Background: an optimization exercise with open tools, aiming at small area, a short achievable clock period and few clock cycles. Do not read the settings as production practice.
At most, simulation tests tie the RTL to the original design; equivalence was not proved.
No driver is modelled on the clock port, so clock power and skew are understated where the tree is cut down; a real chip needs a root buffer or a tree.
Power figures rest on the tool's default switching activity, not on a simulated workload.

==> flow/design.v <==
module top_axi_lite (
    input  logic        clk,
    input  logic        rstn,
    input  logic        start,
    input  logic        mode,        
    input  logic [31:0] addr,
    input  logic [31:0] wdata_in,
    output logic [31:0] rdata_out,
    output logic        done
);
    logic [31:0] mem [0:15];
    logic [3:0] lo, hi;
    logic [15:0] we;
    always_comb begin
        for (int j = 0; j < 4; j++) begin
            lo[j] = (addr[3:2] == 2'(j));
            hi[j] = start && mode && (addr[5:4] == 2'(j));
        end
        for (int i = 0; i < 16; i++) we[i] = hi[i/4] && lo[i%4];
    end
    always_ff @(posedge clk) begin
        for (int i = 0; i < 16; i++)
            if (we[i]) mem[i] <= wdata_in;
    end
    always_ff @(posedge clk) begin
        rdata_out <= mem[addr[5:2]];
    end
    always_ff @(posedge clk or negedge rstn) begin
        if (!rstn) done <= 1'b0;
        else       done <= start;
    end
endmodule
clock: 3.5 ns
lec_check: 0
cap_margin: 20
core_margin: 2
core_utilization: 55
cts_cluster_diameter: 100
cts_cluster_size: 30
setup_slack_margin: 1.8
slew_margin: 20
run.sh (not shown) runs the stock make flow with config.mk's settings and CLKGATE_MAP_FILE= SYNTH_SCRIPT=/design/flow/synth_recipe.tcl, a recipe that flattens the netlist after the stock synthesis.
Edit:
==> flow/design.v (replaced) <==
module top_axi_lite (
    input  logic        clk,
    input  logic        rstn,
    input  logic        start,
    input  logic        mode,        
    input  logic [31:0] addr,
    input  logic [31:0] wdata_in,
    output logic [31:0] rdata_out,
    output logic        done
);
    logic [31:0] mem [0:15];
    always_ff @(posedge clk) begin
        if (start && mode) mem[addr[5:2]] <= wdata_in;
    end
    always_ff @(posedge clk) begin
        rdata_out <= mem[addr[5:2]];
    end
    always_ff @(posedge clk or negedge rstn) begin
        if (!rstn) done <= 1'b0;
        else       done <= start;
    end
endmodule
Result: The new run finished with timing, DRC and antenna clean. Sequential share of layout area goes up by 5.5 points. Maximum frequency is higher slightly. Setup slack is better by 0.011 ns. Clock-buffer cell count climbs by 2. Core utilization is lower by 1.9 points. Critical path depth came out higher by 5. Area after synthesis went down by a few percent. Final area drops by a little under a tenth. Die area shrinks by a few percent. Wire length drops by a quarter to a third. First-iteration DRC count shrinks by well over a third. Power decreases by a few percent. Cell count drops by a quarter to a third. Combinational power is lower by a quarter to a third.
Testbench counts after the change, summed over its fixed seeds: cycles 8,000.
For the first run of this note, only the layout was checked, not whether the RTL still works.

* * *

the previous run:
top_axi_lite, a different RTL version from the one above (not shown whole).
Size in the first run: roughly 1500 cells after synthesis, roughly 550 flip-flops, ~100 I/O pins, roughly 0.019 mm² of cells after synthesis.
==> module rf_and2, before the edit <==
module rf_and2 (
    input  logic a, b,
    output logic y
);
    assign y = a & b;
endmodule
==> module rf_nand2, before the edit <==
module rf_nand2 (
    input  logic a, b,
    output logic y
);
    assign y = !(a & b);
endmodule
==> module top_axi_lite, before the edit <==
module top_axi_lite (
    input  logic        clk,
    input  logic        rstn,
    input  logic        start,
    input  logic        mode,        
    input  logic [31:0] addr,
    input  logic [31:0] wdata_in,
    output logic [31:0] rdata_out,
    output logic        done
);
    logic [31:0] mem [0:15];
    logic [31:0] mem_d [0:15];
    logic [31:0] rd;
    logic [3:0] lo, hi, whi;
    always_comb begin
        for (int j = 0; j < 4; j++) begin
            lo[j]  = (addr[3:2] == 2'(j));
            hi[j]  = (addr[5:4] == 2'(j));
            whi[j] = start && mode && (addr[5:4] == 2'(j));
        end
    end
    logic [15:0] we [0:1];
    logic [15:0] hold [0:1];
    logic [15:0] sel [0:1];
    for (genvar h = 0; h < 2; h++) begin : g_half
        for (genvar i = 0; i < 16; i++) begin : g_word
            rf_and2  u_we   (.a(whi[i/4]), .b(lo[i%4]), .y(we[h][i]));
            rf_nand2 u_hold (.a(whi[i/4]), .b(lo[i%4]), .y(hold[h][i]));
            rf_and2  u_sel  (.a(hi[i/4]),  .b(lo[i%4]), .y(sel[h][i]));
        end
    end
    for (genvar i = 0; i < 16; i++) begin : g_word
        for (genvar b = 0; b < 32; b++) begin : g_bit
            rf_ao22 u_next (
                .a1(we[b/16][i]), .a2(wdata_in[b]), .b1(hold[b/16][i]), .b2(mem[i][b]),
                .y(mem_d[i][b])
            );
        end
    end
    always_ff @(posedge clk) begin
        for (int i = 0; i < 16; i++) mem[i] <= mem_d[i];
    end
    logic [7:0] part [0:31];
    for (genvar b = 0; b < 32; b++) begin : g_rd
        for (genvar k = 0; k < 8; k++) begin : g_ao22
            rf_ao22 u_part (
                .a1(sel[b/16][2*k]),   .a2(mem[2*k][b]),
                .b1(sel[b/16][2*k+1]), .b2(mem[2*k+1][b]),
                .y(part[b][k])
            );
        end
        assign rd[b] = |part[b];
    end
    always_ff @(posedge clk) begin
        rdata_out <= rd;
    end
    always_ff @(posedge clk or negedge rstn) begin
        if (!rstn) done <= 1'b0;
        else       done <= start;
    end
endmodule
==> flow/config.mk <==
export PLATFORM = sky130hd
export DESIGN_NAME = top_axi_lite
export DESIGN_NICKNAME = top_axi_lite
export VERILOG_FILES = /design/flow/design.v
export SDC_FILE = /design/flow/constraint.sdc
export NUM_CORES = 4
export LEC_CHECK = 0
export CAP_MARGIN = 20
export CORE_MARGIN = 2
export CORE_UTILIZATION = 55
export CTS_CLUSTER_DIAMETER = 100
export CTS_CLUSTER_SIZE = 30
export SETUP_SLACK_MARGIN = 1.8
export SLEW_MARGIN = 20
export SYNTH_HIERARCHICAL = 1
export SYNTH_MINIMUM_KEEP_SIZE = 0
==> flow/constraint.sdc <==
create_clock -name core_clock -period 3.5 [get_ports {clk}]
set_input_delay 0.7000 -clock core_clock [delete_from_list [all_inputs] [get_ports {clk}]]
set_output_delay 0.7000 -clock core_clock [all_outputs]
set_load 0.01 [all_outputs]
standard.sh (not shown) runs the stock make flow with config.mk's settings and CLKGATE_MAP_FILE= SYNTH_SCRIPT=/design/flow/synth_recipe.tcl, a recipe that flattens the netlist after the stock synthesis.
==> flow/flow/run.sh <==
#!/bin/bash
# The standard layout, with the ports buffered by buf_4 cells instead of the
# cell buffer_ports picks by itself. Full output in standard.log.
set -euo pipefail
bash standard.sh "BUFFER_PORTS_ARGS=-buffer_cell sky130_fd_sc_hd__buf_4" finish > standard.log 2>&1
The flow did not stop early for the previous run: all stages ran, and the layout cleared the timing, design-rule and antenna checks.
Testbench counts of the previous run, summed over its fixed seeds: cycles 8,000.
## Diff of input files: the current run against the previous run
==> flow/design.v <==
module rf_ao22 (
    input  logic a1, a2, b1, b2,
    output logic y
);
    assign y = (a1 & a2) | (b1 & b2);
endmodule
module top_axi_lite (
    input  logic        clk,
    input  logic        rstn,
    input  logic        start,
    input  logic        mode,        
    input  logic [31:0] addr,
    input  logic [31:0] wdata_in,
    output logic [31:0] rdata_out,
    output logic        done
);
    logic [31:0] mem [0:15];
    logic [31:0] mem_d [0:15];
    logic [15:0] we, hold, sel;
    logic [7:0]  part [0:31];   
    logic [31:0] rd;
    always_comb begin
        for (int i = 0; i < 16; i++) begin
            we[i]   = start && mode && (addr[5:2] == 4'(i));
            hold[i] = !we[i];
            sel[i]  = (addr[5:2] == 4'(i));
        end
    end
    for (genvar i = 0; i < 16; i++) begin : g_word
        for (genvar b = 0; b < 32; b++) begin : g_bit
            rf_ao22 u_next (
                .a1(we[i]), .a2(wdata_in[b]), .b1(hold[i]), .b2(mem[i][b]),
                .y(mem_d[i][b])
            );
        end
    end
    always_ff @(posedge clk) begin
        for (int i = 0; i < 16; i++) mem[i] <= mem_d[i];
    end
    for (genvar b = 0; b < 32; b++) begin : g_rd
        for (genvar k = 0; k < 8; k++) begin : g_ao22
            rf_ao22 u_part (
                .a1(sel[2*k]),   .a2(mem[2*k][b]),
                .b1(sel[2*k+1]), .b2(mem[2*k+1][b]),
                .y(part[b][k])
            );
        end
        assign rd[b] = |part[b];
    end
    always_ff @(posedge clk) begin
        rdata_out <= rd;
    end
    always_ff @(posedge clk or negedge rstn) begin
        if (!rstn) done <= 1'b0;
        else       done <= start;
    end
endmodule
--- outcome ---
The higher post-route minimum period of the previous run and the current run is in the previous run. NOTE wire length the previous run->the current run increased by more than 10%. The current run against the previous run: estimated wirelength of the detail-placed design fell 3.6%; worst setup margin rose 6.4 ps. The current run has core utilization above what the previous run had. Final cell count (the current run vs. the previous run) increases by a few percent.
For the current run, only the layout was checked, not whether the RTL still works.

* * *

top_axi_lite, a different RTL version from the one above (not shown whole).
Size in the first run: about 1,600 cells after synthesis, about 550 flip-flops.
==> module top_axi_lite, before the edit <==
module top_axi_lite (
    input  logic        clk,
    input  logic        rstn,
    input  logic        start,
    input  logic        mode,        
    input  logic [31:0] addr,
    input  logic [31:0] wdata_in,
    output logic [31:0] rdata_out,
    output logic        done
);
    logic [31:0] mem [0:15];
    logic [31:0] mem_d [0:15];
    logic [31:0] rd;
    logic [3:0] lo, hi, whi;
    always_comb begin
        for (int j = 0; j < 4; j++) begin
            lo[j]  = (addr[3:2] == 2'(j));
            hi[j]  = (addr[5:4] == 2'(j));
            whi[j] = start && mode && (addr[5:4] == 2'(j));
        end
    end
    logic [15:0] we [0:3];
    logic [15:0] hold [0:3];
    logic [15:0] sel [0:1];
    for (genvar q = 0; q < 4; q++) begin : g_quarter
        for (genvar i = 0; i < 16; i++) begin : g_word
            rf_and2  u_we   (.a(whi[i/4]), .b(lo[i%4]), .y(we[q][i]));
            rf_nand2 u_hold (.a(whi[i/4]), .b(lo[i%4]), .y(hold[q][i]));
        end
    end
    for (genvar h = 0; h < 2; h++) begin : g_half
        for (genvar i = 0; i < 16; i++) begin : g_word
            rf_and2  u_sel  (.a(hi[i/4]),  .b(lo[i%4]), .y(sel[h][i]));
        end
    end
    for (genvar i = 0; i < 16; i++) begin : g_word
        for (genvar b = 0; b < 32; b++) begin : g_bit
            rf_ao22 u_next (
                .a1(we[b/8][i]), .a2(wdata_in[b]), .b1(hold[b/8][i]), .b2(mem[i][b]),
                .y(mem_d[i][b])
            );
        end
    end
    always_ff @(posedge clk) begin
        for (int i = 0; i < 16; i++) mem[i] <= mem_d[i];
    end
    logic [7:0] part [0:31];
    logic [3:0] quad [0:31];
    for (genvar b = 0; b < 32; b++) begin : g_rd
        for (genvar k = 0; k < 8; k++) begin : g_ao22
            rf_ao22 u_part (
                .a1(sel[b/16][2*k]),   .a2(mem[2*k][b]),
                .b1(sel[b/16][2*k+1]), .b2(mem[2*k+1][b]),
                .y(part[b][k])
            );
        end
        for (genvar k = 0; k < 4; k++) begin : g_nor2
            rf_nor2 u_quad (.a(part[b][2*k]), .b(part[b][2*k+1]), .y(quad[b][k]));
        end
        rf_nand4 u_rd (.a(quad[b][0]), .b(quad[b][1]), .c(quad[b][2]), .d(quad[b][3]), .y(rd[b]));
    end
    always_ff @(posedge clk) begin
        rdata_out <= rd;
    end
    always_ff @(posedge clk or negedge rstn) begin
        if (!rstn) done <= 1'b0;
        else       done <= start;
    end
endmodule
Settings: LEC_CHECK=0, CAP_MARGIN=20, CORE_MARGIN=2, CORE_UTILIZATION=55, SETUP_SLACK_MARGIN=1.85, SLEW_MARGIN=20, SYNTH_HIERARCHICAL=1, SYNTH_MINIMUM_KEEP_SIZE=0; clock period 3.5 ns.
==> flow/flow/run.sh <==
#!/bin/bash
# The standard layout with two changes:
#  - ports are buffered with buf_1 cells instead of the cell buffer_ports picks;
#  - at the end of the CTS step, flow/clock_tree.tcl replaces the clock tree
#    with a two-level one (clock port -> 2 root buffers -> 36 clkbuf_8 leaf buffers ->
#    flip-flops) and repairs timing again.
# Full output in standard.log (ORFS's per-step logs are under orfs/logs).
set -euo pipefail
export CT_LEAFS=36 CT_ROOTS=2 CT_LEAF_BUF=sky130_fd_sc_hd__clkbuf_8
bash standard.sh "BUFFER_PORTS_ARGS=-buffer_cell sky130_fd_sc_hd__buf_1" \
  "POST_CTS_TCL=$PWD/flow/clock_tree.tcl" finish > standard.log 2>&1
Other scripts of this flow, unchanged in this note and not shown: flow/flow/clock_tree.tcl
==> next run, changes <==
--- a/flow/design.v
+++ b/flow/design.v
@@ -47,28 +47,24 @@
             lo[j]  = (addr[3:2] == 2'(j));
             hi[j]  = (addr[5:4] == 2'(j));
             whi[j] = start && mode && (addr[5:4] == 2'(j));
         end
     end
-    logic [15:0] we [0:3];
-    logic [15:0] hold [0:3];
+    logic [15:0] we [0:1];
+    logic [15:0] hold [0:1];
     logic [15:0] sel [0:1];
-    for (genvar q = 0; q < 4; q++) begin : g_quarter
-        for (genvar i = 0; i < 16; i++) begin : g_word
-            rf_and2  u_we   (.a(whi[i/4]), .b(lo[i%4]), .y(we[q][i]));
-            rf_nand2 u_hold (.a(whi[i/4]), .b(lo[i%4]), .y(hold[q][i]));
-        end
-    end
     for (genvar h = 0; h < 2; h++) begin : g_half
         for (genvar i = 0; i < 16; i++) begin : g_word
+            rf_and2  u_we   (.a(whi[i/4]), .b(lo[i%4]), .y(we[h][i]));
+            rf_nand2 u_hold (.a(whi[i/4]), .b(lo[i%4]), .y(hold[h][i]));
             rf_and2  u_sel  (.a(hi[i/4]),  .b(lo[i%4]), .y(sel[h][i]));
         end
     end
     for (genvar i = 0; i < 16; i++) begin : g_word
         for (genvar b = 0; b < 32; b++) begin : g_bit
             rf_ao22 u_next (
-                .a1(we[b/8][i]), .a2(wdata_in[b]), .b1(hold[b/8][i]), .b2(mem[i][b]),
+                .a1(we[b/16][i]), .a2(wdata_in[b]), .b1(hold[b/16][i]), .b2(mem[i][b]),
                 .y(mem_d[i][b])
             );
         end
     end
     always_ff @(posedge clk) begin
What happened: The changed run finished with timing, DRC and antenna clean. Synthesized area came out lower by 1.7%. Register-to-register slack degrades by 0.04 ns. Clock skew stays flat. Core utilization is about the same. Sequential cell count is unchanged. Design area went down by 2.5%. Setup slack improved by 0.047 ns. Wire length went down by 7.1%. Synthesized cell count goes down by 3.9%. Maximum frequency grows by 2.8%. Cell count came out lower by 4.8%. Combinational power goes down by about 2%. Sequential power came out higher by about 0.5%.
Testbench counts after the change, summed over its fixed seeds: cycles 8,000.
For the first run of this note, only the layout was checked, not whether the RTL still works. In every run of this note, the design's own scripts or RTL, not TritonCTS, make the clock network.

* * *

Setup of the reference run:
top_axi_lite with an RTL version that a note above also has.
Size: about 1,600 cells after synthesis, about 550 flip-flops.
==> module rf_nor2, before the edit <==
module rf_nor2 (
    input  logic a, b,
    output logic y
);
    assign y = !(a | b);
endmodule
==> module rf_nand4, before the edit <==
module rf_nand4 (
    input  logic a, b, c, d,
    output logic y
);
    assign y = !(a & b & c & d);
endmodule
==> module top_axi_lite, before the edit <==
module top_axi_lite (
    input  logic        clk,
    input  logic        rstn,
    input  logic        start,
    input  logic        mode,        
    input  logic [31:0] addr,
    input  logic [31:0] wdata_in,
    output logic [31:0] rdata_out,
    output logic        done
);
    logic [31:0] mem [0:15];
    logic [31:0] mem_d [0:15];
    logic [31:0] rd;
    logic [3:0] lo, hi, whi;
    always_comb begin
        for (int j = 0; j < 4; j++) begin
            lo[j]  = (addr[3:2] == 2'(j));
            hi[j]  = (addr[5:4] == 2'(j));
            whi[j] = start && mode && (addr[5:4] == 2'(j));
        end
    end
    logic [15:0] we [0:1];
    logic [15:0] hold [0:1];
    logic [15:0] sel [0:1];
    for (genvar h = 0; h < 2; h++) begin : g_half
        for (genvar i = 0; i < 16; i++) begin : g_word
            rf_and2  u_we   (.a(whi[i/4]), .b(lo[i%4]), .y(we[h][i]));
            rf_nand2 u_hold (.a(whi[i/4]), .b(lo[i%4]), .y(hold[h][i]));
            rf_and2  u_sel  (.a(hi[i/4]),  .b(lo[i%4]), .y(sel[h][i]));
        end
    end
    for (genvar i = 0; i < 16; i++) begin : g_word
        for (genvar b = 0; b < 32; b++) begin : g_bit
            rf_ao22 u_next (
                .a1(we[b/16][i]), .a2(wdata_in[b]), .b1(hold[b/16][i]), .b2(mem[i][b]),
                .y(mem_d[i][b])
            );
        end
    end
    always_ff @(posedge clk) begin
        for (int i = 0; i < 16; i++) mem[i] <= mem_d[i];
    end
    logic [7:0] part [0:31];
    logic [3:0] quad [0:31];
    for (genvar b = 0; b < 32; b++) begin : g_rd
        for (genvar k = 0; k < 8; k++) begin : g_ao22
            rf_ao22 u_part (
                .a1(sel[b/16][2*k]),   .a2(mem[2*k][b]),
                .b1(sel[b/16][2*k+1]), .b2(mem[2*k+1][b]),
                .y(part[b][k])
            );
        end
        for (genvar k = 0; k < 4; k++) begin : g_nor2
            rf_nor2 u_quad (.a(part[b][2*k]), .b(part[b][2*k+1]), .y(quad[b][k]));
        end
        rf_nand4 u_rd (.a(quad[b][0]), .b(quad[b][1]), .c(quad[b][2]), .d(quad[b][3]), .y(rd[b]));
    end
    always_ff @(posedge clk) begin
        rdata_out <= rd;
    end
    always_ff @(posedge clk or negedge rstn) begin
        if (!rstn) done <= 1'b0;
        else       done <= start;
    end
endmodule
Settings: LEC_CHECK=0, CAP_MARGIN=20, CORE_MARGIN=2, CORE_UTILIZATION=60, SETUP_SLACK_MARGIN=1.85, SLEW_MARGIN=20, SYNTH_HIERARCHICAL=1, SYNTH_MINIMUM_KEEP_SIZE=0; clock period 3.5 ns.
==> flow/flow/run.sh <==
#!/bin/bash
# The standard layout with two changes:
#  - ports are buffered with buf_4 cells instead of the cell buffer_ports picks;
#  - at the end of the CTS step, flow/clock_tree.tcl replaces the clock tree
#    with a two-level one (clock port -> 2 root buffers -> 32 clkbuf_8 leaf buffers ->
#    flip-flops) and repairs timing again.
# Full output in standard.log (ORFS's per-step logs are under orfs/logs).
set -euo pipefail
export CT_LEAFS=32 CT_ROOTS=2 CT_LEAF_BUF=sky130_fd_sc_hd__clkbuf_8
bash standard.sh "BUFFER_PORTS_ARGS=-buffer_cell sky130_fd_sc_hd__buf_4" \
  "POST_CTS_TCL=$PWD/flow/clock_tree.tcl" finish > standard.log 2>&1
Other scripts of this flow, unchanged in this note and not shown: flow/flow/clock_tree.tcl
Testbench counts of the reference run, summed over its fixed seeds: cycles 8,000.
Inputs modified between the reference run and the trial run:
diff --git a/flow/design.v b/flow/design.v
--- a/flow/design.v
+++ b/flow/design.v
@@ -13,23 +13,23 @@
 module rf_nand2 (
     input  logic a, b,
     output logic y
 );
     assign y = !(a & b);
 endmodule
-module rf_nor2 (
+module rf_oct (
+    input  logic [7:0] s, m,
+    output logic y
+);
+    assign y = |(s & m);
+endmodule
+module rf_or2 (
     input  logic a, b,
     output logic y
 );
-    assign y = !(a | b);
-endmodule
-module rf_nand4 (
-    input  logic a, b, c, d,
-    output logic y
-);
-    assign y = !(a & b & c & d);
+    assign y = a | b;
 endmodule
 module top_axi_lite (
     input  logic        clk,
     input  logic        rstn,
     input  logic        start,
     input  logic        mode,        
@@ -67,26 +67,22 @@
             );
         end
     end
     always_ff @(posedge clk) begin
         for (int i = 0; i < 16; i++) mem[i] <= mem_d[i];
     end
-    logic [7:0] part [0:31];
-    logic [3:0] quad [0:31];
+    logic [1:0] oct [0:31];
     for (genvar b = 0; b < 32; b++) begin : g_rd
-        for (genvar k = 0; k < 8; k++) begin : g_ao22
-            rf_ao22 u_part (
-                .a1(sel[b/16][2*k]),   .a2(mem[2*k][b]),
-                .b1(sel[b/16][2*k+1]), .b2(mem[2*k+1][b]),
-                .y(part[b][k])
-            );
+        for (genvar k = 0; k < 2; k++) begin : g_oct
+            logic [7:0] m;
+            for (genvar w = 0; w < 8; w++) begin : g_m
+                assign m[w] = mem[8*k+w][b];
+            end
+            rf_oct u_oct (.s(sel[b/16][8*k +: 8]), .m(m), .y(oct[b][k]));
         end
-        for (genvar k = 0; k < 4; k++) begin : g_nor2
-            rf_nor2 u_quad (.a(part[b][2*k]), .b(part[b][2*k+1]), .y(quad[b][k]));
-        end
-        rf_nand4 u_rd (.a(quad[b][0]), .b(quad[b][1]), .c(quad[b][2]), .d(quad[b][3]), .y(rd[b]));
+        rf_or2 u_rd (.a(oct[b][0]), .b(oct[b][1]), .y(rd[b]));
     end
     always_ff @(posedge clk) begin
         rdata_out <= rd;
     end
     always_ff @(posedge clk or negedge rstn) begin
         if (!rstn) done <= 1'b0;
Findings:
STATUS hold slack: the trial run loses against the reference run. Compared with the reference run, in the trial run area after synthesis moved down, sequential share of layout area moved down. Summary — synthesized cell count, the trial run relative to the reference run: lower, by 64. Looking at global routing met1 resource utilization, the trial run sits 6.0 points above the reference run. Wire: the trial run routes more than the reference run. The trial run finished every step from synthesis to the final layout, and the layout passed the timing, design-rule and antenna checks. Compared with the reference run, the trial run shows highest clock rate that has gone down by a few percent. Looking at commonest non-fill, non-tap cell in the layout, the sky130_fd_sc_hd__dfxtp_1 result is from the trial run; the sky130_fd_sc_hd__a22o_1 one comes from the reference run.
No functional check of the RTL was part of the trial run. No run of this note takes its clock network from TritonCTS; it comes from the design's own scripts or RTL.

separate check: timing with driven ports:
The flow's constraints put no driver on any port. The routed layouts listed below were extracted and timed again, unchanged, in two steps. Step 1 sets driving cells, clkbuf_16 on the clock port and buf_2 on the other inputs (assumed; they add their load-dependent delay and slew). Step 2 also shifts input and output timing later by t, the mid clock arrival at the registers, as if the neighbouring blocks saw the same clock. Three values: ideal, step 1, step 2; two values: the first two.
| run | shift t [ns] | setup slack, ns | worst slew at a driven data input, ns |
|---|---|---|---|
| the first run of note 1 | 0.607 | 1.736 / 1.632 / 1.026 | 0.30 |
| the second run of note 1 | 0.584 | 1.746 / 1.699 / 1.118 | 0.14 |
| the previous run | 0.610 | 1.728 / 1.670 / 1.155 | 0.06 |
| the current run | 0.621 | 1.734 / 1.676 / 1.149 | 0.07 |
| the first run of note 3 | 0.509 | 1.766 / 1.788 / 1.279 | 0.07 |
| the second run of note 3 | 0.507 | 1.813 / 1.773 / 1.355 | 0.06 |
| the reference run | 0.497 | 1.760 / 1.780 / 1.288 | 0.05 |
| the trial run | 0.506 | 1.714 / 1.687 / 1.181 | 0.16 |
After both steps every run listed still meets setup and hold. For the first run of note 1, which loses most, drivers alone change the setup slack by -0.104 ns; drivers and shift together by -0.710 ns.
